This design comes from an exercise in tuning for small area on the open sky130 flow, not from production work.
At most, simulation tests tie the RTL to the original design; equivalence was not proved.
The RTL of run 5 was laid out without a check of its function.
No driver is modelled on the clock port, so clocking that relies on it looks cheaper here than on a real chip.
Power and IR drop assume default switching activity.

<file path="flow/design.v">
module g_inv(input a, output y);
assign y = ~a;
endmodule
module g_nand2(input a, input b, output y);
assign y = ~(a & b);
endmodule
module g_nand3(input a, input b, input c, output y);
assign y = ~(a & b & c);
endmodule
module g_xor2(input a, input b, output y);
assign y = a ^ b;
endmodule
module g_xnor2(input a, input b, output y);
assign y = ~(a ^ b);
endmodule
module g_a222oi(input a1, input a2, input b1, input b2, input c1, input c2, output y);
assign y = ~((a1 & a2) | (b1 & b2) | (c1 & c2));
endmodule
module g_a31oi(input a1, input a2, input a3, input b1, output y);
assign y = ~((a1 & a2 & a3) | b1);
endmodule
module g_a21oi(input a1, input a2, input b1, output y);
assign y = ~((a1 & a2) | b1);
endmodule
module g_a22o(input a1, input a2, input b1, input b2, output y);
assign y = (a1 & a2) | (b1 & b2);
endmodule
module g_mux2i(input a0, input a1, input s, output y);
assign y = ~(s ? a1 : a0);
endmodule
module g_nor2(input a, input b, output y);
assign y = ~(a | b);
endmodule
module g_ha(input a, input b, output s, output co);
assign s = a ^ b;
assign co = a & b;
endmodule
module g_fa(input a, input b, input ci, output s, output co);
assign s = a ^ b ^ ci;
assign co = (a & b) | (ci & (a ^ b));
endmodule
module Dec7(input [2:0] a, input en, output [7:1] y);
assign y[1] = en & (a == 3'd1);
assign y[2] = en & (a == 3'd2);
assign y[3] = en & (a == 3'd3);
assign y[4] = en & (a == 3'd4);
assign y[5] = en & (a == 3'd5);
assign y[6] = en & (a == 3'd6);
assign y[7] = en & (a == 3'd7);
endmodule
module Dec7B(input [2:0] a, input en, output [7:1] y, output [7:1] yn);
assign y[1] = en & (a == 3'd1);
assign y[2] = en & (a == 3'd2);
assign y[3] = en & (a == 3'd3);
assign y[4] = en & (a == 3'd4);
assign y[5] = en & (a == 3'd5);
assign y[6] = en & (a == 3'd6);
assign y[7] = en & (a == 3'd7);
assign yn = ~y;
endmodule
module Dec7N(input [2:0] a, output [7:1] y);
assign y[1] = (a == 3'd1);
assign y[2] = (a == 3'd2);
assign y[3] = (a == 3'd3);
assign y[4] = (a == 3'd4);
assign y[5] = (a == 3'd5);
assign y[6] = (a == 3'd6);
assign y[7] = (a == 3'd7);
endmodule
module ReadBit(input [7:1] sel, input [7:1] r, output y);
wire x1, x2, x3;
g_a222oi u1(.a1(sel[1]), .a2(r[1]), .b1(sel[2]), .b2(r[2]), .c1(sel[3]), .c2(r[3]), .y(x1));
g_a222oi u2(.a1(sel[4]), .a2(r[4]), .b1(sel[5]), .b2(r[5]), .c1(sel[6]), .c2(r[6]), .y(x2));
g_nand2  u3(.a(sel[7]), .b(r[7]), .y(x3));
g_nand3  u4(.a(x1), .b(x2), .c(x3), .y(y));
endmodule
module ReadBitK(input [7:1] sel, input [7:1] r, input kill, output y);
wire x1, x2, x3;
g_a222oi u1(.a1(sel[1]), .a2(r[1]), .b1(sel[2]), .b2(r[2]), .c1(sel[3]), .c2(r[3]), .y(x1));
g_a222oi u2(.a1(sel[4]), .a2(r[4]), .b1(sel[5]), .b2(r[5]), .c1(sel[6]), .c2(r[6]), .y(x2));
g_nand2  u3(.a(sel[7]), .b(r[7]), .y(x3));
g_a31oi  u4(.a1(x1), .a2(x2), .a3(x3), .b1(kill), .y(y));
endmodule
module RegFile(
    input         clock,
    input  [7:1]  wsel,      
    input  [7:1]  wseln,
    input  [15:0] wdata,
    input  [7:1]  rsel1,
    input  [15:0] kill1,
    output [15:0] rdata1,
    input  [7:1]  rsel2,
    output [15:0] rdata2
);
wire [15:0] q [1:7];
genvar j, k;
generate for (j = 1; j < 8; j = j + 1) begin : rg
    reg  [15:0] r;
    wire [15:0] d;
    for (k = 0; k < 16; k = k + 1) begin : b
        g_a22o hold(.a1(wsel[j]), .a2(wdata[k]), .b1(wseln[j]), .b2(r[k]), .y(d[k]));
    end
    always @(posedge clock) r <= d;
    assign q[j] = r;
end endgenerate
generate for (k = 0; k < 16; k = k + 1) begin : rd
    wire [7:1] col = {q[7][k], q[6][k], q[5][k], q[4][k], q[3][k], q[2][k], q[1][k]};
    ReadBitK p1(.sel(rsel1), .r(col), .kill(kill1[k]), .y(rdata1[k]));
    ReadBit  p2(.sel(rsel2), .r(col), .y(rdata2[k]));
end endgenerate
endmodule
module ALU(
    input  [15:0] a,
    input  [15:0] b,
    input  [15:0] imm,
    input         regb,
    input         sub,
    output [15:0] result,
    output [15:0] prop
);
wire [16:0] c;       
assign c[0] = sub;
genvar k;
generate for (k = 0; k < 16; k = k + 1) begin : bs
    wire bn, bx, p;
    g_a21oi sel(.a1(b[k]), .a2(regb), .b1(imm[k]), .y(bn));
    if (k % 2 == 0) begin : ev
        g_xnor2 inv(.a(bn), .b(sub), .y(bx));                
        g_xor2  pr(.a(a[k]), .b(bx), .y(p));
        g_mux2i cy(.a0(a[k]), .a1(c[k]), .s(p), .y(c[k+1]));  
        g_xor2  sm(.a(p), .b(c[k]), .y(result[k]));
    end else begin : od
        g_xor2  inv(.a(bn), .b(sub), .y(bx));                 
        g_xnor2 pr(.a(a[k]), .b(bx), .y(p));
        g_mux2i cy(.a0(bx), .a1(c[k]), .s(p), .y(c[k+1]));    
        g_xnor2 sm(.a(p), .b(c[k]), .y(result[k]));
    end
    assign prop[k] = p;
end endgenerate
endmodule
module Control(
    input  [2:0] opcode,
    output       memread,    
    output       nmemread,
    output       memwrite,   
    output       regwrite,   
    output       nbranch,    
    output       sub,        
    output       regb,       
    output       kimm,       
    output       nandi,      
    output       npass,      
    output       breg_xm     
);
assign memread  = (opcode == 3'd3);
assign nmemread = ~(opcode == 3'd3);
assign memwrite = (opcode == 3'd4);
assign nbranch  = ~(opcode == 3'd5);
assign regwrite = ~(opcode == 3'd4 || opcode == 3'd5);
assign sub      = (opcode == 3'd1 || opcode == 3'd5);
assign regb     = (opcode == 3'd0 || opcode == 3'd1 || opcode == 3'd2 || opcode == 3'd5);
assign kimm     = (opcode == 3'd3 || opcode == 3'd4 || opcode == 3'd6);
assign nandi    = ~(opcode == 3'd7);
assign npass    = ~(opcode == 3'd2);
assign breg_xm  = opcode[2];
endmodule
module ImmGate(
    input  [6:0]  imm,
    input         kimm,
    input         nandi,
    output [15:0] immg,
    output [15:0] kill
);
wire [6:0] ig = imm & {7{kimm}};
wire [6:0] kl = ~(imm | {7{nandi}});
assign immg = {{9{ig[6]}}, ig};
assign kill = {{9{kl[6]}}, kl};
endmodule
module PCBit1(
    input  pc1,
    input  taken,
    input  imm0,
    input  reset,
    output next1,
    output c2
);
wire o1 = ~taken | imm0;
assign next1 = ~reset & (pc1 ^ o1);
assign c2 = pc1 & o1;
endmodule
module PCOffset(
    input  [6:1] imm,
    input        taken,
    output [15:2] offn
);
wire [6:1] t = ~(imm & {6{taken}});
assign offn = {{9{t[6]}}, t[5:1]};
endmodule
module PCLogic(
    input  [15:1] pc,
    input  [6:0]  imm,
    input         taken,
    input         reset,
    output [15:1] pc_next
);
wire [15:2] offn;
wire [16:2] c;       
PCBit1 b1(.pc1(pc[1]), .taken(taken), .imm0(imm[0]), .reset(reset),
          .next1(pc_next[1]), .c2(c[2]));
PCOffset off1(.imm(imm[6:1]), .taken(taken), .offn(offn));
genvar k;
generate for (k = 2; k < 16; k = k + 1) begin : bs
    wire p, sn;
    g_xnor2 pr(.a(pc[k]), .b(offn[k]), .y(p));             
    if (k % 2 == 0) begin : ev
        if (k < 15) begin : cy
            g_mux2i m(.a0(pc[k]), .a1(c[k]), .s(p), .y(c[k+1]));      
        end
        g_xnor2 sm(.a(p), .b(c[k]), .y(sn));                
    end else begin : od
        if (k < 15) begin : cy
            g_mux2i m(.a0(offn[k]), .a1(c[k]), .s(p), .y(c[k+1]));    
        end
        g_xor2 sm(.a(p), .b(c[k]), .y(sn));                 
    end
    g_nor2 rs(.a(sn), .b(reset), .y(pc_next[k]));
end endgenerate
endmodule
module Taken(
    input  [15:0] prop,
    input         nbranch,
    output        taken
);
assign taken = (&prop) & ~nbranch;
endmodule
module MIPSL(
    output [15:0] iaddr,     
    output [15:0] daddr,     
    output        dwrite,    
    output        dread,     
    output [15:0] dwdata,    
    output [15:0] alu_out,   
    input         clock,
    input  [15:0] idata,     
    input  [15:0] ddata,     
    input         reset
);
wire [2:0] opcode = idata[15:13];
wire [2:0] Xm = idata[12:10];
wire [2:0] Xn = idata[5:3];
wire [2:0] Xd = idata[2:0];
wire [6:0] imm = idata[12:6];
wire memread, nmemread, memwrite, regwrite, nbranch, sub, regb, kimm, nandi, npass, breg_xm;
Control control1(
    .opcode(opcode), .memread(memread), .nmemread(nmemread), .memwrite(memwrite),
    .regwrite(regwrite), .nbranch(nbranch), .sub(sub), .regb(regb), .kimm(kimm),
    .nandi(nandi), .npass(npass), .breg_xm(breg_xm)
);
wire [15:0] immg, kill;
ImmGate immgate1(.imm(imm), .kimm(kimm), .nandi(nandi), .immg(immg), .kill(kill));
wire [7:1] wsel, wseln, rsel1, rsel2;
Dec7B decw(.a(Xd), .en(regwrite), .y(wsel), .yn(wseln));
Dec7 dec1(.a(Xn), .en(npass), .y(rsel1));
Dec7N dec2(.a(breg_xm ? Xm : Xd), .y(rsel2));
wire [15:0] rdata1, rdata2, result, wdata, prop;
RegFile regfile1(
    .clock(clock), .wsel(wsel), .wseln(wseln), .wdata(wdata),
    .rsel1(rsel1), .kill1(kill), .rdata1(rdata1),
    .rsel2(rsel2), .rdata2(rdata2)
);
ALU alu1(
    .a(rdata1), .b(rdata2), .imm(immg), .regb(regb), .sub(sub), .result(result), .prop(prop)
);
genvar k;
generate for (k = 0; k < 16; k = k + 1) begin : wd
    g_a22o m(.a1(memread), .a2(ddata[k]), .b1(nmemread), .b2(result[k]), .y(wdata[k]));
end endgenerate
wire taken;
Taken taken1(.prop(prop), .nbranch(nbranch), .taken(taken));
reg [15:1] PC;
wire [15:1] PCNext;
PCLogic pclogic1(.pc(PC), .imm(imm), .taken(taken), .reset(reset), .pc_next(PCNext));
always @(posedge clock) PC <= PCNext;
assign iaddr = {PC, 1'b0};
assign daddr = result;
assign alu_out = result;
assign dread = memread;
assign dwrite = memwrite;
assign dwdata = rdata2;
endmodule
</file>
<file path="flow/flow/run.sh">
#!/bin/bash
# Layout flow: the standard ORFS flow, with
#  - synthesis mapped by an area-oriented ABC script (flow/abc_area.script),
#  - the smallest buffer (buf_1) on the ports,
#  - a hand-built two-level clock tree (flow/manual_cts.tcl: one root
#    buffer driving eight leaf buffers, each at the centre of its group of
#    flip-flops) in place of TritonCTS, which is pointed at the clock port
#    net only and so finds nothing left to buffer.
# Each step's full output goes to a log file in the work folder.
set -euo pipefail
W=$(pwd)
rm -rf "$W/scripts_area"
cp -r "$FLOW_HOME/scripts" "$W/scripts_area"
cp "$W/flow/abc_area.script" "$W/scripts_area/abc_area.script"

bash "$W/standard.sh" SCRIPTS_DIR="$W/scripts_area" synth > "$W/flow_synth.log" 2>&1

export MCTS_N=8 MCTS_BUF=sky130_fd_sc_hd__clkbuf_8 MCTS_N1=1 MCTS_BUF1=sky130_fd_sc_hd__clkbuf_8
bash "$W/standard.sh" \
  BUFFER_PORTS_ARGS="-buffer_cell sky130_fd_sc_hd__buf_1" \
  PRE_CTS_TCL="$W/flow/manual_cts.tcl" \
  CTS_ARGS="-repair_clock_nets -dont_use_dummy_load -clk_nets clock" \
  finish > "$W/flow_layout.log" 2>&1
</file>
<file path="flow/flow/abc_area.script">
&get -n
&st
&dch
&nf -R 1000
&put
</file>
<file path="flow/flow/manual_cts.tcl">
# Build the clock tree by hand: the flip-flops are split into MCTS_N groups
# by position (alternating median cuts), each driven by a buffer of type
# MCTS_BUF placed at its group's centre. If MCTS_N1 is set, those buffers
# are in turn split into MCTS_N1 groups, each driven by a buffer of type
# MCTS_BUF1; the clock port drives the top level.
proc mcts_split {items axis n} {
  if {$n <= 1} { return [list $items] }
  set idx [expr {$axis == "x" ? 1 : 2}]
  set sorted [lsort -real -index $idx $items]
  set half [expr {$n / 2}]
  set cut [expr {int(round([llength $sorted] * double($half) / $n))}]
  set a [lrange $sorted 0 [expr {$cut - 1}]]
  set b [lrange $sorted $cut end]
  set next [expr {$axis == "x" ? "y" : "x"}]
  return [concat [mcts_split $a $next $half] [mcts_split $b $next [expr {$n - $half}]]]
}
proc mcts_center {it} {
  set bb [[$it getInst] getBBox]
  return [list $it [expr {([$bb xMin] + [$bb xMax]) / 2}] [expr {([$bb yMin] + [$bb yMax]) / 2}]]
}
# Drive each group of iterms from a new buffer on net src; returns the
# buffers' input iterms.
proc mcts_level {src groups bufname prefix} {
  set db [ord::get_db]
  set block [ord::get_db_block]
  set master [$db findMaster $bufname]
  set ins {}
  set i 0
  foreach g $groups {
    set sx 0; set sy 0
    foreach e $g { set sx [expr {$sx + [lindex $e 1]}]; set sy [expr {$sy + [lindex $e 2]}] }
    set cx [expr {int($sx / [llength $g])}]
    set cy [expr {int($sy / [llength $g])}]
    set buf [odb::dbInst_create $block $master "${prefix}_buf_$i"]
    set net [odb::dbNet_create $block "${prefix}_net_$i"]
    $net setSigType CLOCK
    foreach e $g {
      set it [lindex $e 0]
      $it disconnect
      $it connect $net
    }
    [$buf findITerm A] connect $src
    [$buf findITerm X] connect $net
    $buf setLocation $cx $cy
    $buf setPlacementStatus PLACED
    puts "mcts: $prefix buffer $i ($bufname) drives [llength $g] pins at ($cx, $cy)"
    lappend ins [$buf findITerm A]
    incr i
  }
  return $ins
}
proc manual_clock_tree {} {
  set block [ord::get_db_block]
  set clk [$block findNet clock]
  set items {}
  foreach it [$clk getITerms] { lappend items [mcts_center $it] }
  set leaves [mcts_level $clk [mcts_split $items x $::env(MCTS_N)] $::env(MCTS_BUF) mcts_leaf]
  if {[info exists ::env(MCTS_N1)] && $::env(MCTS_N1) > 0} {
    set items {}
    foreach it $leaves { lappend items [mcts_center $it] }
    mcts_level $clk [mcts_split $items x $::env(MCTS_N1)] $::env(MCTS_BUF1) mcts_mid
  }
}
manual_clock_tree
</file>
<file path="flow/standard.sh">
#!/bin/bash
# synth_recipe.tcl (not shown) runs the flow's synth.tcl, then flattens the netlist and writes it again
# the make line also repeats each setting of config.mk as NAME=value (left out here)
make -C /OpenROAD-flow-scripts/flow DESIGN_CONFIG=/design/flow/config.mk WORK_HOME=/design/flow/orfs CLKGATE_MAP_FILE= SYNTH_SCRIPT=/design/flow/synth_recipe.tcl "${@:-finish}"
</file>
<file path="flow/config.mk">
export PLATFORM = sky130hd
export DESIGN_NAME = MIPSL
export DESIGN_NICKNAME = MIPSL
export VERILOG_FILES = /design/flow/design.v
export SDC_FILE = /design/flow/constraint.sdc
export NUM_CORES = 4
export LEC_CHECK = 0
export ABC_AREA = 1
export CAP_MARGIN = 20
export CORE_MARGIN = 2
export CORE_UTILIZATION = 40
export PLACE_DENSITY = 0.6
export SLEW_MARGIN = 20
export SYNTH_HIERARCHICAL = 1
</file>
<file path="flow/constraint.sdc">
create_clock -name core_clock -period 11.0 [get_ports {clock}]
set_input_delay 2.2000 -clock core_clock [delete_from_list [all_inputs] [get_ports {clock}]]
set_output_delay 2.2000 -clock core_clock [all_outputs]
set_load 0.01 [all_outputs]
</file>
==> flow_metrics.env, run 1 <==
export IMPL_drc_errors=0
export IMPL_rows=46
export IMPL_period_needed_ps=10450
export IMPL_drive_above_1_share=0.0429
export IMPL_finalCritPeriodShare=0.950
export IMPL_ant_nets=0
export IMPL_synth_area_per_cell_um2=9.95
export IMPL_max_cap_violations=0
export IMPL_path_class="in2out"
export IMPL_fin_total_pwr_mw=2.07
export IMPL_grt_max_degree=20
export IMPL_hold_slack_ps=509
export IMPL_fmax_mhz=95.7
export IMPL_cts_hold_fix_buffers=0
export IMPL_whs_path_depth=1
export IMPL_cp_start_kind="primary input"
export IMPL_grt_use_total=0.240
export IMPL_wirelength_um=22400
export IMPL_clkSlewWorstSetupHoldPaths_ps=90
export IMPL_fillers=1601
export IMPL_fin_ws_ps=550
export IMPL_place_hpwl_um=14400
export IMPL_synth_area_um2=6570
export IMPL_yosys_warnings=8
export IMPL_rr_startpoint="regfile1.rg[4].r[12]"
export IMPL_io_buffer_count=98
export IMPL_critical_path_cell_count=25
export IMPL_wl_per_cell_um=23.9
export IMPL_gp_congestion=0.858
export IMPL_syn_inst=661
export IMPL_num_antenna_cells=0
export IMPL_crit_required_ps=8800
export IMPL_hold_class="reg2reg"
export IMPL_r2r_cells=25
export IMPL_crit_top_cell="mux2i_1"
export IMPL_gr_total_overflow=0
export IMPL_rsz0062_at_grt="false"
export IMPL_endpoint_kind="output port"
export IMPL_cp_num_buf_inv=2
export IMPL_tns_ps=0
export IMPL_initial_core_util=0.411
export IMPL_final_cell_mix="128 x a22o_1, 127 x dfxtp_1, 98 x buf_1"
export IMPL_dp_cells=930
export IMPL_critPathLaunch="idata[15]"
export IMPL_die_w_um=132
export IMPL_leakage_nw=2.69
export IMPL_reg2reg_slack_ps=4250
export IMPL_slew_viol_final=0
export IMPL_synth_seq_cells=127
export IMPL_finalSetupViolCount=0
export IMPL_core_area_um2=16000
export IMPL_grt_pass1_vias=6018
export IMPL_max_stage_delay_ps=470
export IMPL_yosysUniqueCellTypes=27
export IMPL_antenna_found_initial=0
export IMPL_hold_viol=0
export IMPL_grt_pass1_wl_um=34100
export IMPL_die_h_um=132
export IMPL_cp_max_fo=16
export IMPL_fin_nets=760
export IMPL_num_vias=6083
export IMPL_crit_path_top_delay_cell="mux2_1"
export IMPL_vias_per_cell=6.48
export IMPL_fin_skew_ps=20.0
export IMPL_dieArea_um2=17500
export IMPL_instances_no_fill=939
export IMPL_cts_resized=0
export IMPL_outcome="complete, no violations"
export IMPL_dp_slack_ps=568
export IMPL_ir_drop_v=0.000146
export IMPL_post_cts_buffers=0
export IMPL_min_delay_start="regfile1.rg[7].r[5]"
export IMPL_dr_pass1_iters=7
export IMPL_drtIter0Drc=1232
export IMPL_critical_path_arrival_ps=8250
export IMPL_ys_seq_area_frac=0.387
export IMPL_final_common_cell="a22o_1"
export IMPL_power_density_nw_per_um2=295
export IMPL_relSlewSlack=0.275
export IMPL_worst_pin_slew_ps=1080
export IMPL_cp_top_family="multiplexers"
export IMPL_area_growth_syn_to_layout_pct=6.85
export IMPL_clk_latency_ps=420
export IMPL_top_level_ports=100
path summary, 6_finish.rpt:
kind                          to
max                  alu_out[15]
min          regfile1.rg[7].r[5]
max reg2reg               PC[15]
min reg2reg  regfile1.rg[7].r[5]
power by group:
part / leakage (nW) / internal (mW) / total (mW) / switching, mW
clock network: 0.0647 / 0.0742 / 0.222 / 0.147
registers: 1.06 / 0.662 / 0.829 / 0.167
logic: 1.56 / 0.406 / 1.02 / 0.612
modules after synthesis, one instance, submodules excluded, excerpt:
module / copies in the design / cell area, µm² / cells
Dec7B: 1 / 83.8 / 18
ALU: 1 / 120 / 16
g_xor2: 31 / 8.76 / 1
g_nand3: 16 / 5.00 / 1
g_mux2i: 28 / 10.0 / 1
RegFile: 1 / 2240 / 112
Dec7: 1 / 53.8 / 12
g_nor2: 14 / 3.75 / 1
Taken: 1 / 38.8 / 7
Control: 1 / 62.6 / 13
registers in the layout (all words and copies together) (netlist names):
register / flops
PC: 15
regfile1.rg.r: 112
cell type report:
type                       instances  area [µm²]  area share
buffer                             9         124      0.0176
inverter                           8        30.0     0.00428
multi-input combinational        466        3580       0.509
sequential                       127        2540       0.362
tap                              216         270      0.0385
timing repair buffer             113         480      0.0684
metal layers:
layer | GRT usage | up-vias | part of all wire
li1 | - | 2681 | -
met2 | 0.388 | 399 | 0.46
met1 | 0.317 | 2929 | 0.40
met5 | 0 | - | 0
met3 | 0.0373 | 74 | 0.098
met4 | 0.108 | 0 | 0.040
per-stage QoR:
stage	instance area [µm²]	utilization
finish	7020	0.439
global route	7020	0.439
CTS	7020	0.439
detailed placement	6900	0.431
global placement	6900	0.431
floorplan	6570	-
Yosys cell counts, drive strengths merged:
| cell | count | area (µm²) |
|---|---|---|
| a22o | 128 | 1120 |
| dfxtp | 127 | 2540 |
| a222oi | 64 | 641 |
| buf | 60 | 450 |
| nand2 | 49 | 184 |
| xnor2 | 45 | 394 |
| nor2 | 31 | 116 |
| xor2 | 31 | 272 |
| mux2i | 28 | 280 |
| nand3 | 20 | 100 |
| a21oi | 17 | 85.1 |
| a31oi | 16 | 100 |
| clkinv | 8 | 30.0 |
| and2 | 7 | 43.8 |
| nand2b | 5 | 31.3 |
| nor2b | 5 | 31.3 |
| nand4 | 4 | 25.0 |
| mux2 | 3 | 33.8 |
| nor3b | 3 | 22.5 |
| and3b | 2 | 17.5 |
| nor3 | 2 | 10.0 |
| and3 | 1 | 6.26 |
| conb | 1 | 3.75 |
| ha | 1 | 12.5 |
| or2 | 1 | 6.26 |
| or3 | 1 | 6.26 |
| or4 | 1 | 7.51 |
cells by family (layout without fill, tap and decap cells):
group           count (synthesis)  count (layout)  synth area share
flops                         127             127             0.387
fa+ha+maj                       1               1           0.00190
compound gates                225             225             0.296
simple gates                  132             132            0.0925
buf+inv                        68             130            0.0731
other cells                     1               1          0.000570
xor+xnor                       76              76             0.101
mux                            31              31            0.0478
==> inputs of run 2 (changes only) <==
--- a/flow/flow/run.sh
+++ b/flow/flow/run.sh
@@ -3,7 +3,7 @@
 #  - synthesis mapped by an area-oriented ABC script (flow/abc_area.script),
 #  - the smallest buffer (buf_1) on the ports,
 #  - a hand-built two-level clock tree (flow/manual_cts.tcl: one root
-#    buffer driving eight leaf buffers, each at the centre of its group of
+#    buffer driving nine leaf buffers, each at the centre of its group of
 #    flip-flops) in place of TritonCTS, which is pointed at the clock port
 #    net only and so finds nothing left to buffer.
 # Each step's full output goes to a log file in the work folder.
@@ -15,7 +15,7 @@
 
 bash "$W/standard.sh" SCRIPTS_DIR="$W/scripts_area" synth > "$W/flow_synth.log" 2>&1
 
-export MCTS_N=8 MCTS_BUF=sky130_fd_sc_hd__clkbuf_8 MCTS_N1=1 MCTS_BUF1=sky130_fd_sc_hd__clkbuf_8
+export MCTS_N=9 MCTS_BUF=sky130_fd_sc_hd__clkbuf_8 MCTS_N1=1 MCTS_BUF1=sky130_fd_sc_hd__clkbuf_8
 bash "$W/standard.sh" \
   BUFFER_PORTS_ARGS="-buffer_cell sky130_fd_sc_hd__buf_1" \
   PRE_CTS_TCL="$W/flow/manual_cts.tcl" \
--- a/flow/config.mk
+++ b/flow/config.mk
@@ -8,7 +8,8 @@
 export ABC_AREA = 1
 export CAP_MARGIN = 20
 export CORE_MARGIN = 2
-export CORE_UTILIZATION = 40
-export PLACE_DENSITY = 0.6
+export CORE_UTILIZATION = 50
+export GPL_ROUTABILITY_DRIVEN = 0
+export PLACE_DENSITY = 0.7
 export SLEW_MARGIN = 20
 export SYNTH_HIERARCHICAL = 1
==> run 2 against run 1 <==
Net effect:
- still clean
- sequential share of layout area is 0.23 points higher
- total power hardly changed
- worst hold slack worse by 7.4 ps
- synthesized area stayed put
- register-to-register slack worse by 30 ps
- largest cell class unchanged
- highest routed layer unchanged
==> flow_metrics.env, run 2 <==
export IMPL_dpl_cell_area_um2=6840
export IMPL_dieArea_um2=14100
export IMPL_endpoint_kind="output port"
export IMPL_gr_total_overflow=0
export IMPL_hold_viol=0
export IMPL_fin_util=0.549
export IMPL_drc_errors=0
export IMPL_synth_edf_count=0
export IMPL_power_density_nw_per_um2=296
export IMPL_syn_inst=661
export IMPL_rows=41
export IMPL_finalCritPeriodShare=0.954
export IMPL_core_area_um2=12700
export IMPL_drtIter0Drc=1011
export IMPL_synth_seq_cells=127
export IMPL_grt_max_degree=21
export IMPL_leakage_nw=2.70
export IMPL_rsz0062_at_grt="false"
export IMPL_yosys_warnings=8
export IMPL_ir_drop_v=0.000185
export IMPL_worst_pin_slew_ps=1090
export IMPL_critical_path_arrival_ps=8300
export IMPL_fin_nets=761
export IMPL_synth_area_per_cell_um2=9.95
export IMPL_synth_top_cell_by_area="dfxtp_1"
export IMPL_whs_path_depth=1
export IMPL_num_antenna_cells=0
export IMPL_clk_latency_ps=410
export IMPL_critPathLaunch="idata[15]"
export IMPL_crit_required_ps=8800
export IMPL_drive_above_1_share=0.0401
export IMPL_hold_class="reg2reg"
export IMPL_post_synth_main_area_contributors="dfxtp_1 39%, a22o_1 17%, a222oi_1 9.7%"
export IMPL_design_area_um2=6980
export IMPL_synth_area_um2=6570
export IMPL_regMostFlops="regfile1.rg.r"
export IMPL_post_cts_buffers=0
export IMPL_grtUsageMet2=0.477
export IMPL_grt_pass1_wl_um=33100
export IMPL_initial_core_util=0.517
export IMPL_largest_reg_flops=112
export IMPL_path_class="in2out"
export IMPL_async_reset_ff_frac=0
export IMPL_final_common_cell="a22o_1"
export IMPL_reg2reg_slack_ps=4220
export IMPL_relSlewSlack=0.269
export IMPL_place_hpwl_um=13900
export IMPL_yosysUniqueCellTypes=27
export IMPL_r2r_cells=25
export IMPL_yosysTopAreaCellShare=0.387
export IMPL_tns_ps=0
export IMPL_rr_startpoint="regfile1.rg[4].r[14]"
export IMPL_ys_seq_area_frac=0.387
export IMPL_top_level_ports=100
export IMPL_antenna_found_initial=0
export IMPL_grtUsageMet3=0.0319
export IMPL_synth_flop_cell="dfxtp_1"
export IMPL_cts_hold_fix_buffers=0
export IMPL_grtUsageMet1=0.399
export IMPL_fmax_mhz=95.2
export IMPL_wirelength_um=21900
export IMPL_period_needed_ps=10500
export IMPL_min_delay_start="regfile1.rg[2].r[4]"
export IMPL_clkSlewWorstSetupHoldPaths_ps=80
export IMPL_min_to="regfile1.rg[2].r[4]"
export IMPL_vias_per_cell=6.87
export IMPL_grt_use_total=0.294
export IMPL_io_buffer_count=98
export IMPL_max_cap_violations=0
export IMPL_cts_resized=0
export IMPL_ant_nets=0
export IMPL_fin_skew_ps=17.2
export IMPL_grt_pass1_vias=5985
export IMPL_finalSetupViolCount=0
export IMPL_outcome="complete, no violations"
export IMPL_dr_pass1_iters=9
export IMPL_die_w_um=119
export IMPL_cp_max_fo=16
export IMPL_synth_most_common_cell="a22o_1"
export IMPL_area_growth_syn_to_layout_pct=6.19
export IMPL_cp_start_kind="primary input"
export IMPL_num_vias=6155
export IMPL_wl_per_cell_um=24.5
export IMPL_largest_registers="regfile1.rg.r (112), PC (15)"
export IMPL_die_h_um=119
export IMPL_slew_viol_final=0
export IMPL_top_usage_layer="met2"
export IMPL_synth_common_cells="128 x a22o_1, 127 x dfxtp_1, 64 x a222oi_1"
export IMPL_r2r_end="PC[15]"
export IMPL_final_cell_mix="128 x a22o_1, 127 x dfxtp_1, 98 x buf_1"
run 2: cell counts after synthesis:
Identical to the previous run, type by type.
run 2: how the worst max path moves through the flow:
stage | cells after the start | to | slack [ps]
after floorplan | 24 | daddr[15] | 810
after CTS | 25 | alu_out[15] | 330
after global routing | 25 | daddr[15] | 0.009
after detailed placement | 25 | alu_out[15] | 340
after global placement | 25 | daddr[15] | 580
final | 25 | daddr[15] | 500
run 2: stage by stage:
stage / hold WS [ps] / total power [mW] / std cells / setup WS (ps)
3_5_place_dp: 479 / 1.81 / 886 / 343
3_3_place_gp: 472 / 1.79 / 886 / 580
2_1_floorplan: 460 / 1.64 / 661 / 805
6_report: 501 / 2.07 / 896 / 501
5_1_grt: 520 / 2.18 / 896 / 0.00888
4_1_cts: 485 / 1.99 / 896 / 334
run 2: layer usage:
layer | vias to the layer above | wire [µm]
li1 | 2690 | -
met1 | 2936 | 8560
met2 | 448 | 9960
met3 | 81 | 2460
met4 | 0 | 951
met5 | - | 0
run 2: layout make-up:
type | count | area (µm²)
repair buffers | 113 | 480
flip-flops and latches | 127 | 2540
multi-input cells | 466 | 3570
inverters | 8 | 30.0
fillers | 1231 | 5740
plain buffers | 10 | 138
well taps | 172 | 215
run 2: cells by family (layout without fill, tap and decap cells):
logic type,count (synthesis),count (layout),synth area share
fa+ha+maj,1,1,0.00190
simple gates,132,132,0.0925
other cells,1,1,0.000570
flops,127,127,0.387
mux,31,31,0.0478
compound gates,225,225,0.296
buf+inv,68,131,0.0731
xor+xnor,76,76,0.101
run 2: where the power goes:
part           leakage, nW  internal (mW)  switching, mW
clock               0.0719         0.0820          0.149
combinational         1.56          0.406          0.609
sequential            1.06          0.662          0.158
total                 2.70           1.15          0.917
run 2: per-module statistics from Yosys, one instance, submodules excluded, a selection:
module | cells | area (µm²)
Control | 13 | 62.6
g_nand3 | 1 | 5.00
PCOffset | 14 | 82.6
g_a21oi | 1 | 5.00
PCBit1 | 3 | 25.0
g_a222oi | 1 | 10.0
g_a31oi | 1 | 6.26
RegFile | 112 | 2240
g_nor2 | 1 | 3.75
MIPSL | 36 | 465
Dec7N | 8 | 53.8
g_a22o | 1 | 8.76
run 2: critical path: stages:
cell and delay [ps]:
buf_1 320, mux2_1 480, nor3b_4 790, a222oi_1 280, nand3_1 150, a21oi_1 100
xnor2_1 180, xor2_1 310, mux2i_1 310, mux2i_1 150, mux2i_1 250, mux2i_1 150
mux2i_1 230, mux2i_1 150, mux2i_1 270, mux2i_1 180, mux2i_1 240, mux2i_1 170
mux2i_1 260, mux2i_1 160, mux2i_1 250, mux2i_1 150, mux2i_1 190, xnor2_1 180
buf_1 180
==> inputs of run 3 (changes only) <==
--- a/flow/flow/run.sh
+++ b/flow/flow/run.sh
@@ -15,7 +15,7 @@
 
 bash "$W/standard.sh" SCRIPTS_DIR="$W/scripts_area" synth > "$W/flow_synth.log" 2>&1
 
-export MCTS_N=9 MCTS_BUF=sky130_fd_sc_hd__clkbuf_8 MCTS_N1=1 MCTS_BUF1=sky130_fd_sc_hd__clkbuf_8
+export MCTS_N=9 MCTS_BUF=sky130_fd_sc_hd__clkbuf_8 MCTS_N1=1 MCTS_BUF1=sky130_fd_sc_hd__clkbuf_4
 bash "$W/standard.sh" \
   BUFFER_PORTS_ARGS="-buffer_cell sky130_fd_sc_hd__buf_1" \
   PRE_CTS_TCL="$W/flow/manual_cts.tcl" \
==> run 3 against run 2 <==
Net effect:
- global-route usage about the same
- final cell count stayed put
- register-to-register slack lost 60 ps
- via count grew 0.63%
- highest routed layer unchanged
- die area unchanged
- setup slack worse by 20 ps
- still clean
- sequential share of layout area barely moved
==> flow_metrics.env, run 3 <==
export IMPL_largest_registers="regfile1.rg.r (112), PC (15)"
export IMPL_seq_area_um2=2540
export IMPL_drc_errors=0
export IMPL_leakage_nw=2.69
export IMPL_ys_seq_area_frac=0.387
export IMPL_num_vias=6194
export IMPL_syn_inst=661
export IMPL_cp_start_kind="primary input"
export IMPL_relSlewSlack=0.266
export IMPL_grt_use_total=0.294
export IMPL_yosys_warnings=8
export IMPL_gr_total_overflow=0
export IMPL_finalCritPeriodShare=0.956
export IMPL_max_cap_violations=0
export IMPL_dieArea_um2=14100
export IMPL_synth_flop_cell="dfxtp_1"
export IMPL_crit_required_ps=8800
export IMPL_rr_startpoint="regfile1.rg[4].r[14]"
export IMPL_cp_max_fo=16
export IMPL_finalSetupViolCount=0
export IMPL_clkSlewWorstSetupHoldPaths_ps=90
export IMPL_period_needed_ps=10520
export IMPL_outcome="complete, no violations"
export IMPL_post_synth_main_area_contributors="dfxtp_1 39%, a22o_1 17%, a222oi_1 9.7%"
export IMPL_fin_skew_ps=13.7
export IMPL_cts_resized=0
export IMPL_synth_seq_cells=127
export IMPL_rsz0062_at_grt="false"
export IMPL_fin_total_pwr_mw=2.06
export IMPL_fin_util=0.548
export IMPL_slew_viol_final=0
export IMPL_yosysUniqueCellTypes=27
export IMPL_r2r_end="PC[15]"
export IMPL_synth_edf_count=0
export IMPL_wirelength_um=21900
export IMPL_vias_per_cell=6.91
export IMPL_synth_common_cells="128 x a22o_1, 127 x dfxtp_1, 64 x a222oi_1"
export IMPL_area_growth_syn_to_layout_pct=6.09
export IMPL_hold_class="reg2reg"
export IMPL_post_cts_buffers=0
export IMPL_power_density_nw_per_um2=296
export IMPL_core_area_um2=12700
export IMPL_multi_input_area_um2=3570
export IMPL_top_level_ports=100
export IMPL_grt_pass1_vias=5977
export IMPL_antenna_found_initial=0
export IMPL_final_common_cell="a22o_1"
export IMPL_path_class="in2out"
export IMPL_ir_drop_v=0.000184
export IMPL_wl_per_cell_um=24.5
export IMPL_endpoint_kind="output port"
export IMPL_r2r_cells=25
export IMPL_die_h_um=119
export IMPL_largest_reg_flops=112
export IMPL_rows=41
export IMPL_drtIter0Drc=1136
export IMPL_place_hpwl_um=13900
export IMPL_drive_above_1_share=0.0401
export IMPL_cts_hold_fix_buffers=0
export IMPL_grt_pass1_wl_um=33000
export IMPL_reg2reg_slack_ps=4160
export IMPL_synth_most_common_cell="a22o_1"
export IMPL_initial_core_util=0.517
export IMPL_regMostFlops="regfile1.rg.r"
export IMPL_critPathLaunch="idata[15]"
export IMPL_fin_ws_ps=481
export IMPL_worst_pin_slew_ps=1100
export IMPL_clk_latency_ps=520
export IMPL_endpoint="daddr[15]"
export IMPL_synth_area_per_cell_um2=9.95
export IMPL_synth_top_cell_by_area="dfxtp_1"
export IMPL_hold_viol=0
export IMPL_die_w_um=119
export IMPL_dr_pass1_iters=8
export IMPL_async_reset_ff_frac=0
export IMPL_yosysTopAreaCellShare=0.387
export IMPL_ant_nets=0
export IMPL_tns_ps=0
export IMPL_final_cell_mix="128 x a22o_1, 127 x dfxtp_1, 98 x buf_1"
export IMPL_grt_max_degree=21
export IMPL_critical_path_arrival_ps=8320
export IMPL_synth_area_um2=6570
export IMPL_fmax_mhz=95.1
export IMPL_io_buffer_count=98
export IMPL_dp_slack_ps=343
export IMPL_fillers=1230
export IMPL_num_antenna_cells=0
export IMPL_fin_nets=761
-- run 3: changes by cell type in the layout (fill, tap and decap cells not counted) --
cell      delta
clkbuf_8     -1
clkbuf_4     +1
-- run 3: worst min path at each step --
stage	start	end	slack [ps]	cells past startpoint
4_1_cts	regfile1.rg[4].r[6]	regfile1.rg[4].r[6]	480	1
5_1_grt	regfile1.rg[6].r[11]	regfile1.rg[6].r[11]	520	1
3_3_place_gp	regfile1.rg[1].r[5]	regfile1.rg[1].r[5]	470	1
2_1_floorplan	regfile1.rg[1].r[0]	regfile1.rg[1].r[0]	460	1
6_report	regfile1.rg[2].r[4]	regfile1.rg[2].r[4]	500	1
3_5_place_dp	regfile1.rg[7].r[9]	regfile1.rg[7].r[9]	480	1
-- run 3: kinds of logic after synthesis --
kind of cell,Yosys count,synth area share
simple gates,132,0.0925
xor+xnor,76,0.101
fa+ha+maj,1,0.00190
buf+inv,68,0.0731
mux,31,0.0478
other cells,1,0.000570
flops,127,0.387
compound gates,225,0.296
-- run 3: metal layers --
layer  vias up  global-route usage  routed length [µm]
li1       2696                   -                   -
met5         -                   0                   0
met3        78              0.0381                2390
met1      2969               0.392                8550
met2       451               0.480               10100
met4         0               0.120                 888
-- run 3: modules after synthesis, one instance, submodules excluded, a selection --
module | flops+latches | cells | copies in the design
Control | 0 | 13 | 1
ImmGate | 0 | 32 | 1
MIPSL | 15 | 36 | 1
g_nand3 | 0 | 1 | 16
Taken | 0 | 7 | 1
g_a22o | 0 | 1 | 128
g_nand2 | 0 | 1 | 32
ALU | 0 | 16 | 1
g_a222oi | 0 | 1 | 64
-- run 3: final cells by class --
type	count	share of cell area
Timing Repair Buffer	113	0.0689
Sequential cell	127	0.365
Multi-Input combinational cell	466	0.513
Buffer	10	0.0188
Tap cell	172	0.0309
Inverter	8	0.00431
-- run 3: report_power, final --
group / switching (mW) / internal [mW] / leakage, nW
clock: 0.149 / 0.0768 / 0.0693
sequential: 0.158 / 0.662 / 1.06
combinational: 0.609 / 0.406 / 1.56
-- run 3: per-stage QoR --
step	hold slack, ps	cells	cell area [µm²]
after floorplan	460	661	6570
after global placement	472	886	6840
after detailed placement	479	886	6840
after CTS	485	896	6970
after global routing	521	896	6970
final	502	896	6970
-- run 3: worst max-delay path, cell delays in order --
cell and delay (ps):
buf_1 320, mux2_1 480, nor3b_4 790, a222oi_1 270, nand3_1 140, a21oi_1 90
xnor2_1 200, xor2_1 320, mux2i_1 310, mux2i_1 150, mux2i_1 250, mux2i_1 150
mux2i_1 230, mux2i_1 150, mux2i_1 270, mux2i_1 180, mux2i_1 250, mux2i_1 170
mux2i_1 260, mux2i_1 160, mux2i_1 260, mux2i_1 150, mux2i_1 190, xnor2_1 190
buf_1 180
==> inputs of run 4 (changes only) <==
--- a/flow/flow/run.sh
+++ b/flow/flow/run.sh
@@ -15,7 +15,7 @@
 
 bash "$W/standard.sh" SCRIPTS_DIR="$W/scripts_area" synth > "$W/flow_synth.log" 2>&1
 
-export MCTS_N=9 MCTS_BUF=sky130_fd_sc_hd__clkbuf_8 MCTS_N1=1 MCTS_BUF1=sky130_fd_sc_hd__clkbuf_4
+export MCTS_N=9 MCTS_BUF=sky130_fd_sc_hd__clkbuf_8 MCTS_N1=1 MCTS_BUF1=sky130_fd_sc_hd__clkbuf_8
 bash "$W/standard.sh" \
   BUFFER_PORTS_ARGS="-buffer_cell sky130_fd_sc_hd__buf_1" \
   PRE_CTS_TCL="$W/flow/manual_cts.tcl" \
--- a/flow/config.mk
+++ b/flow/config.mk
@@ -8,8 +8,7 @@
 export ABC_AREA = 1
 export CAP_MARGIN = 20
 export CORE_MARGIN = 2
-export CORE_UTILIZATION = 50
-export GPL_ROUTABILITY_DRIVEN = 0
-export PLACE_DENSITY = 0.7
+export CORE_UTILIZATION = 40
+export PLACE_DENSITY = 0.6
 export SLEW_MARGIN = 20
 export SYNTH_HIERARCHICAL = 1
==> run 4 against run 3 <==
Net effect:
- flip-flop and latch count unchanged
- maximum frequency is 1.0% higher
- critical endpoint is now alu_out[15]
- synthesized cell count stayed put
- setup slack better by 110 ps
==> flow_metrics.env, run 4 <==
export IMPL_min_delay_start="regfile1.rg[5].r[4]"
export IMPL_dr_pass1_iters=9
export IMPL_synth_top_cell_by_area="dfxtp_1"
export IMPL_num_antenna_cells=0
export IMPL_clkSlewWorstSetupHoldPaths_ps=90
export IMPL_cts_hold_fix_buffers=0
export IMPL_endpoint_kind="output port"
export IMPL_cp_top_family="multiplexers"
export IMPL_power_density_nw_per_um2=295
export IMPL_multi_input_area_um2=3580
export IMPL_tns_ps=0
export IMPL_hold_viol=0
export IMPL_min_to="regfile1.rg[5].r[4]"
export IMPL_relSlewSlack=0.272
export IMPL_synth_area_per_cell_um2=9.95
export IMPL_fin_util=0.440
export IMPL_synth_seq_cells=127
export IMPL_die_w_um=132
export IMPL_drc_errors=0
export IMPL_ant_nets=0
export IMPL_finalCritPeriodShare=0.946
export IMPL_dieArea_um2=17500
export IMPL_final_common_cell="a22o_1"
export IMPL_max_cap_violations=0
export IMPL_rsz0062_at_grt="false"
export IMPL_wirelength_um=22500
export IMPL_synth_flop_cell="dfxtp_1"
export IMPL_final_cell_mix="128 x a22o_1, 127 x dfxtp_1, 98 x buf_1"
export IMPL_rows=46
export IMPL_clk_latency_ps=420
export IMPL_fin_nets=761
export IMPL_cp_max_fo=16
export IMPL_crit_top_cell="mux2i_1"
export IMPL_grt_use_total=0.240
export IMPL_max_stage_delay_ps=480
export IMPL_hold_class="reg2reg"
export IMPL_r2r_cells=25
export IMPL_grt_pass1_vias=6037
export IMPL_fmax_mhz=96.1
export IMPL_ir_drop_v=0.000146
export IMPL_cp_num_buf_inv=3
export IMPL_fin_skew_ps=15.6
export IMPL_post_synth_main_area_contributors="dfxtp_1 39%, a22o_1 17%, a222oi_1 9.7%"
export IMPL_r2r_end="PC[15]"
export IMPL_path_class="in2out"
export IMPL_slew_viol_final=0
export IMPL_synth_most_common_cell="a22o_1"
export IMPL_rr_startpoint="regfile1.rg[4].r[12]"
export IMPL_cts_resized=0
export IMPL_drive_above_1_share=0.0442
export IMPL_drtIter0Drc=1185
export IMPL_worst_pin_slew_ps=1090
export IMPL_gr_total_overflow=0
export IMPL_area_growth_syn_to_layout_pct=7.06
export IMPL_syn_inst=661
export IMPL_cp_start_kind="primary input"
export IMPL_async_reset_ff_frac=0
export IMPL_dp_slack_ps=568
export IMPL_largest_registers="regfile1.rg.r (112), PC (15)"
export IMPL_hold_slack_ps=511
export IMPL_synth_edf_count=0
export IMPL_grt_max_degree=20
export IMPL_antenna_found_initial=0
export IMPL_fillers=1598
export IMPL_fin_ws_ps=589
export IMPL_finalSetupViolCount=0
export IMPL_die_h_um=132
export IMPL_initial_core_util=0.411
export IMPL_num_vias=6090
export IMPL_yosysUniqueCellTypes=27
export IMPL_leakage_nw=2.69
export IMPL_synth_common_cells="128 x a22o_1, 127 x dfxtp_1, 64 x a222oi_1"
export IMPL_regMostFlops="regfile1.rg.r"
export IMPL_period_needed_ps=10410
export IMPL_gp_congestion=0.858
export IMPL_top_level_ports=100
export IMPL_crit_path_top_delay_cell="mux2_1"
export IMPL_wl_per_cell_um=23.9
export IMPL_critPathLaunch="idata[15]"
export IMPL_largest_reg_flops=112
export IMPL_grt_pass1_wl_um=34100
export IMPL_yosysTopAreaCellShare=0.387
export IMPL_core_area_um2=16000
export IMPL_reg2reg_slack_ps=4300
export IMPL_io_buffer_count=98
export IMPL_vias_per_cell=6.48
export IMPL_yosys_warnings=8
export IMPL_whs_path_depth=1
export IMPL_seq_area_um2=2540
export IMPL_critical_path_arrival_ps=8210
export IMPL_place_hpwl_um=14400
export IMPL_crit_required_ps=8800
export IMPL_ys_seq_area_frac=0.387
export IMPL_synth_area_um2=6570
export IMPL_post_cts_buffers=0
export IMPL_outcome="complete, no violations"
## run 4: per-module statistics from Yosys, one instance, submodules excluded, a selection
module,area (µm²),times used,flops+latches,cells
RegFile,2240,1,112,112
MIPSL,465,1,15,36
ImmGate,205,1,0,32
ALU,120,1,0,16
Dec7B,83.8,1,0,18
PCOffset,82.6,1,0,14
Dec7,53.8,1,0,12
PCBit1,25.0,1,0,3
g_a222oi,10.0,64,0,1
g_mux2i,10.0,28,0,1
g_xor2,8.76,31,0,1
g_a31oi,6.26,16,0,1
g_a21oi,5.00,16,0,1
g_nand3,5.00,16,0,1
g_nand2,3.75,32,0,1
g_nor2,3.75,14,0,1
## run 4: power breakdown
group,leakage [nW],switching (mW),internal (mW),total (mW)
clock,0.0719,0.146,0.0818,0.228
combinational,1.56,0.612,0.407,1.02
sequential,1.06,0.166,0.662,0.828
total,2.69,0.924,1.15,2.07
## run 4: worst register-to-register path: stages, from the launching register on
cell and delay (ps):
dfxtp_1 340, a222oi_1 380, nand3_1 160, a21oi_1 200
xnor2_1 160, xor2_1 320, nand4_1 290, or4_1 530
nor3_1 620, nand2_1 140, xnor2_1 330, mux2i_1 310
mux2i_1 170, mux2i_1 300, mux2i_1 180, mux2i_1 270
mux2i_1 170, mux2i_1 270, mux2i_1 160, mux2i_1 250
mux2i_1 150, mux2i_1 270, mux2i_1 160, mux2i_1 210
xor2_1 180, nor2_1 50
## run 4: cell type report
type                            instances  area share
Buffer                                 10      0.0196
Inverter                                8     0.00427
Multi-Input combinational cell        466       0.508
Sequential cell                       127       0.361
Tap cell                              216      0.0384
Timing Repair Buffer                  113      0.0683
## run 4: worst max-delay path by stage
stage,to,cells after the start
final,alu_out[15],26
after global routing,alu_out[15],25
after CTS,alu_out[15],25
after detailed placement,alu_out[15],25
after global placement,alu_out[15],25
after floorplan,daddr[15],24
## run 4: metal layers
metal  GRT usage  part of all wire  wire (µm)
met1       0.317              0.40       8900
met2       0.389              0.47      10500
met3      0.0350             0.097       2170
met4       0.108             0.041        926
met5           0                 0          0
## run 4: kinds of logic after synthesis
group | Yosys count | share of synthesized area
mux | 31 | 0.0478
xor+xnor | 76 | 0.101
buf+inv | 68 | 0.0731
simple gates | 132 | 0.0925
fa+ha+maj | 1 | 0.00190
flops | 127 | 0.387
other cells | 1 | 0.000570
compound gates | 225 | 0.296
## run 4: through the flow
step	instance area (µm²)	std cells	total power, mW
2_1_floorplan	6570	661	1.64
5_1_grt	7040	940	2.19
4_1_cts	7040	940	2.00
6_report	7040	940	2.07
3_3_place_gp	6900	930	1.80
3_5_place_dp	6900	930	1.83
==> inputs of run 5 (changes only) <==
--- a/flow/design.v
+++ b/flow/design.v
@@ -58,6 +58,23 @@
 assign y[7] = en & (a == 3'd7);
 assign yn = ~y;
 endmodule
+module Predec(input [2:0] a, input en, output [3:0] pn, output [1:0] hn);
+assign pn[0] = ~(a[1:0] == 2'd0);
+assign pn[1] = ~(a[1:0] == 2'd1);
+assign pn[2] = ~(a[1:0] == 2'd2);
+assign pn[3] = ~(a[1:0] == 2'd3);
+assign hn[0] = ~(en & ~a[2]);
+assign hn[1] = ~(en & a[2]);
+endmodule
+module DecHalf(input [3:0] pn, input [1:0] hn, output [7:1] y);
+g_nor2 s1(.a(pn[1]), .b(hn[0]), .y(y[1]));
+g_nor2 s2(.a(pn[2]), .b(hn[0]), .y(y[2]));
+g_nor2 s3(.a(pn[3]), .b(hn[0]), .y(y[3]));
+g_nor2 s4(.a(pn[0]), .b(hn[1]), .y(y[4]));
+g_nor2 s5(.a(pn[1]), .b(hn[1]), .y(y[5]));
+g_nor2 s6(.a(pn[2]), .b(hn[1]), .y(y[6]));
+g_nor2 s7(.a(pn[3]), .b(hn[1]), .y(y[7]));
+endmodule
 module Dec7N(input [2:0] a, output [7:1] y);
 assign y[1] = (a == 3'd1);
 assign y[2] = (a == 3'd2);
@@ -86,10 +103,12 @@
     input  [7:1]  wsel,      
     input  [7:1]  wseln,
     input  [15:0] wdata,
-    input  [7:1]  rsel1,
+    input  [7:1]  rsel1lo,   
+    input  [7:1]  rsel1hi,   
     input  [15:0] kill1,
     output [15:0] rdata1,
-    input  [7:1]  rsel2,
+    input  [7:1]  rsel2lo,
+    input  [7:1]  rsel2hi,
     output [15:0] rdata2
 );
 wire [15:0] q [1:7];
@@ -105,8 +124,8 @@
 end endgenerate
 generate for (k = 0; k < 16; k = k + 1) begin : rd
     wire [7:1] col = {q[7][k], q[6][k], q[5][k], q[4][k], q[3][k], q[2][k], q[1][k]};
-    ReadBitK p1(.sel(rsel1), .r(col), .kill(kill1[k]), .y(rdata1[k]));
-    ReadBit  p2(.sel(rsel2), .r(col), .y(rdata2[k]));
+    ReadBitK p1(.sel(k < 8 ? rsel1lo : rsel1hi), .r(col), .kill(kill1[k]), .y(rdata1[k]));
+    ReadBit  p2(.sel(k < 8 ? rsel2lo : rsel2hi), .r(col), .y(rdata2[k]));
 end endgenerate
 endmodule
 module ALU(
@@ -258,15 +277,21 @@
 );
 wire [15:0] immg, kill;
 ImmGate immgate1(.imm(imm), .kimm(kimm), .nandi(nandi), .immg(immg), .kill(kill));
-wire [7:1] wsel, wseln, rsel1, rsel2;
+wire [7:1] wsel, wseln, rsel1lo, rsel1hi, rsel2lo, rsel2hi;
+wire [3:0] pn1, pn2;
+wire [1:0] hn1, hn2;
 Dec7B decw(.a(Xd), .en(regwrite), .y(wsel), .yn(wseln));
-Dec7 dec1(.a(Xn), .en(npass), .y(rsel1));
-Dec7N dec2(.a(breg_xm ? Xm : Xd), .y(rsel2));
+Predec pre1(.a(Xn), .en(npass), .pn(pn1), .hn(hn1));
+DecHalf dec1lo(.pn(pn1), .hn(hn1), .y(rsel1lo));
+DecHalf dec1hi(.pn(pn1), .hn(hn1), .y(rsel1hi));
+Predec pre2(.a(breg_xm ? Xm : Xd), .en(1'b1), .pn(pn2), .hn(hn2));
+DecHalf dec2lo(.pn(pn2), .hn(hn2), .y(rsel2lo));
+DecHalf dec2hi(.pn(pn2), .hn(hn2), .y(rsel2hi));
 wire [15:0] rdata1, rdata2, result, wdata, prop;
 RegFile regfile1(
     .clock(clock), .wsel(wsel), .wseln(wseln), .wdata(wdata),
-    .rsel1(rsel1), .kill1(kill), .rdata1(rdata1),
-    .rsel2(rsel2), .rdata2(rdata2)
+    .rsel1lo(rsel1lo), .rsel1hi(rsel1hi), .kill1(kill), .rdata1(rdata1),
+    .rsel2lo(rsel2lo), .rsel2hi(rsel2hi), .rdata2(rdata2)
 );
 ALU alu1(
     .a(rdata1), .b(rdata2), .imm(immg), .regb(regb), .sub(sub), .result(result), .prop(prop)
--- a/flow/flow/run.sh
+++ b/flow/flow/run.sh
@@ -15,7 +15,7 @@
 
 bash "$W/standard.sh" SCRIPTS_DIR="$W/scripts_area" synth > "$W/flow_synth.log" 2>&1
 
-export MCTS_N=9 MCTS_BUF=sky130_fd_sc_hd__clkbuf_8 MCTS_N1=1 MCTS_BUF1=sky130_fd_sc_hd__clkbuf_8
+export MCTS_N=9 MCTS_BUF=sky130_fd_sc_hd__clkbuf_8 MCTS_N1=1 MCTS_BUF1=sky130_fd_sc_hd__clkbuf_4
 bash "$W/standard.sh" \
   BUFFER_PORTS_ARGS="-buffer_cell sky130_fd_sc_hd__buf_1" \
   PRE_CTS_TCL="$W/flow/manual_cts.tcl" \
==> run 5 against run 4 <==
Net effect:
- still clean on timing, DRC and antenna
- die area up 0.98%
- sequential power up 5.2%
- clock skew up 4.8 ps
- critical path depth unchanged
- maximum frequency up 1.2%
- final cell count up 2.9%
- register-to-register slack better by 270 ps
- sequential share of layout area down 0.29 points
- setup slack better by 120 ps
- clock power down 2%
- synthesized cell count up 3.2%
- largest cell class unchanged
- largest power group unchanged
- highest routed layer is now met5
==> flow_metrics.env, run 5 <==
export IMPL_clkSlewWorstSetupHoldPaths_ps=90
export IMPL_fin_ws_ps=710
export IMPL_crit_path_top_delay_cell="nor2_1"
export IMPL_synth_area_per_cell_um2=9.74
export IMPL_post_synth_main_area_contributors="dfxtp_1 38%, a22o_1 17%, a222oi_1 9.6%"
export IMPL_cts_resized=0
export IMPL_place_hpwl_um=15900
export IMPL_synth_flop_cell="dfxtp_1"
export IMPL_num_vias=6284
export IMPL_max_cap_violations=0
export IMPL_gp_congestion=0.903
export IMPL_synth_top_cell_by_area="dfxtp_1"
export IMPL_async_reset_ff_frac=0
export IMPL_rsz0062_at_grt="false"
export IMPL_grt_pass1_vias=6028
export IMPL_cp_max_fo=9
export IMPL_rows=47
export IMPL_hold_viol=0
export IMPL_yosysTopAreaCellShare=0.383
export IMPL_grt_use_total=0.255
export IMPL_leakage_nw=2.72
export IMPL_initial_core_util=0.405
export IMPL_dp_slack_ps=674
export IMPL_cp_start_kind="primary input"
export IMPL_reg2reg_slack_ps=4570
export IMPL_relSlewSlack=0.258
export IMPL_regMostFlops="regfile1.rg.r"
export IMPL_wirelength_um=23600
export IMPL_post_cts_buffers=0
export IMPL_slew_viol_final=0
export IMPL_ant_nets=0
export IMPL_synth_edf_count=0
export IMPL_vias_per_cell=6.50
export IMPL_hold_class="reg2reg"
export IMPL_yosysUniqueCellTypes=24
export IMPL_endpoint_kind="output port"
export IMPL_gr_total_overflow=0
export IMPL_tns_ps=0
export IMPL_fin_nets=783
export IMPL_area_growth_syn_to_layout_pct=6.86
export IMPL_max_stage_delay_ps=490
export IMPL_synth_most_common_cell="a22o_1"
export IMPL_worst_pin_slew_ps=1110
export IMPL_largest_reg_flops=112
export IMPL_final_common_cell="a22o_1"
export IMPL_io_buffer_count=98
export IMPL_synth_common_cells="128 x a22o_1, 127 x dfxtp_1, 64 x a222oi_1"
export IMPL_largest_registers="regfile1.rg.r (112), PC (15)"
export IMPL_finalCritPeriodShare=0.935
export IMPL_synth_area_um2=6640
export IMPL_drc_errors=0
export IMPL_power_density_nw_per_um2=287
export IMPL_final_cell_mix="128 x a22o_1, 127 x dfxtp_1, 98 x buf_1"
export IMPL_wl_per_cell_um=24.4
export IMPL_dp_cells=956
export IMPL_outcome="complete, no violations"
export IMPL_cts_hold_fix_buffers=0
export IMPL_grt_max_degree=20
export IMPL_synth_seq_cells=127
export IMPL_die_w_um=133
export IMPL_hold_slack_ps=509
export IMPL_yosys_warnings=8
export IMPL_ir_drop_v=0.000122
export IMPL_ys_seq_area_frac=0.383
export IMPL_dr_pass1_iters=8
export IMPL_fillers=1626
export IMPL_finalSetupViolCount=0
export IMPL_period_needed_ps=10290
export IMPL_top_level_ports=100
export IMPL_critical_path_arrival_ps=8090
export IMPL_fmax_mhz=97.2
export IMPL_crit_top_cell="mux2i_1"
export IMPL_crit_required_ps=8800
export IMPL_drtIter0Drc=1373
export IMPL_drive_above_1_share=0.0362
export IMPL_instances_no_fill=967
export IMPL_antenna_found_initial=1
export IMPL_grt_pass1_wl_um=35600
export IMPL_core_area_um2=16400
export IMPL_fin_skew_ps=20.4
export IMPL_clk_latency_ps=560
export IMPL_dieArea_um2=17600
export IMPL_path_class="in2out"
export IMPL_die_h_um=133
export IMPL_fin_total_pwr_mw=2.04
export IMPL_syn_inst=682
run 5: stage by stage:
stage | instance area, µm² | utilization
floorplan | 6640 | -
global placement | 6940 | 0.423
detailed placement | 6960 | 0.424
CTS | 7090 | 0.432
global route | 7100 | 0.432
finish | 7100 | 0.432
run 5: kinds of logic after synthesis:
group                      after synthesis  share of synthesized area
AOI/OAI and AO/OA                      225                      0.293
and+or+nand+nor                        152                      0.101
DFF                                    127                      0.383
xor gates and xnor gates                76                      0.100
buffers and inverters                   68                     0.0724
muxes                                   31                     0.0473
other                                    2                    0.00113
adders and majority gates                1                    0.00188
run 5: cell type report:
| type | instances | area (µm²) | share of cell area |
|---|---|---|---|
| antenna | 1 | 2.50 | 0.000353 |
| buffer | 10 | 131 | 0.0185 |
| inverter | 8 | 30.0 | 0.00423 |
| multi-input combinational | 488 | 3630 | 0.511 |
| sequential | 127 | 2540 | 0.358 |
| tap | 220 | 275 | 0.0388 |
| timing repair buffer | 113 | 488 | 0.0688 |
run 5: worst max-delay path, delay by kind of cell:
kind | cells | cell delay (ps)
AND/OR/NAND/NOR | 3 | 840
AO/OA/AOI/OAI | 2 | 310
buffers and inverters | 2 | 510
XOR/XNOR | 3 | 750
multiplexers | 16 | 3450
run 5: worst paths after layout:
| path | cells past startpoint | to | startpoint |
|---|---|---|---|
| setup / recovery | 26 | alu_out[15] | idata[15] |
| hold / removal | 1 | regfile1.rg[1].r[10] | regfile1.rg[1].r[10] |
| setup reg to reg | 26 | PC[15] | regfile1.rg[1].r[2] |
| hold reg to reg | 1 | regfile1.rg[1].r[10] | regfile1.rg[1].r[10] |
run 5: where the power goes:
| part | total, mW | internal [mW] | switching [mW] |
|---|---|---|---|
| Clock | 0.224 | 0.0764 | 0.147 |
| Combinational | 0.942 | 0.385 | 0.558 |
| Sequential | 0.871 | 0.678 | 0.193 |
| Total | 2.04 | 1.14 | 0.898 |
run 5: modules after synthesis (local to each module, per instance), excerpt:
module | times used | cells | flops+latches
MIPSL | 1 | 37 | 15
Dec7B | 1 | 18 | 0
g_a21oi | 16 | 1 | 0
g_a222oi | 64 | 1 | 0
RegFile | 1 | 112 | 112
Taken | 1 | 7 | 0
g_xnor2 | 45 | 1 | 0
Control | 1 | 13 | 0
g_mux2i | 28 | 1 | 0
run 5: routing by layer:
metal	part of all wire	global-route usage
met5	0.00055	0
met4	0.040	0.0950
met3	0.11	0.0349
met2	0.44	0.399
met1	0.41	0.359

-- separate check: timing with driven ports --
In the flow no input, the clock included, has a driving cell. The finished layouts below were timed again as built, in two steps.
Step 1 sets driving cells, clkbuf_16 on the clock port and buf_2 on the other inputs (assumed; they add their load-dependent delay and slew).
Step 2 adds t to the input delays and takes it off the output delays; t is the mean of the earliest and latest rising clock arrival at the registers after step 1. Input paths then give back, and output paths get back, about the clock's delay inside the block.
Three values: ideal, step 1, step 2; two values: the first two.
run | t, ns | setup WS [ns] | hold WS [ns] | worst setup path after step 2 | worst data-port slew with drivers (ns)
run 1 | 0.444 | 0.550 / 0.525 / 0.525 | 0.509 / 0.509 / 0.509 | input to output | 0.04
run 2 | 0.444 | 0.501 / 0.475 / 0.475 | 0.501 / 0.501 / 0.501 | input to output | 0.04
run 3 | 0.546 | 0.481 / 0.455 / 0.455 | 0.502 / 0.502 / 0.502 | input to output | 0.04
run 4 | 0.444 | 0.589 / 0.565 / 0.565 | 0.511 / 0.511 / 0.511 | input to output | 0.04
run 5 | 0.587 | 0.710 / 0.654 / 0.654 | 0.509 / 0.509 / 0.509 | input to output | 0.05
After both steps every run listed still meets setup and hold. For run 5, which loses most, drivers alone change the setup slack by -0.056 ns; drivers and shift together by -0.056 ns.
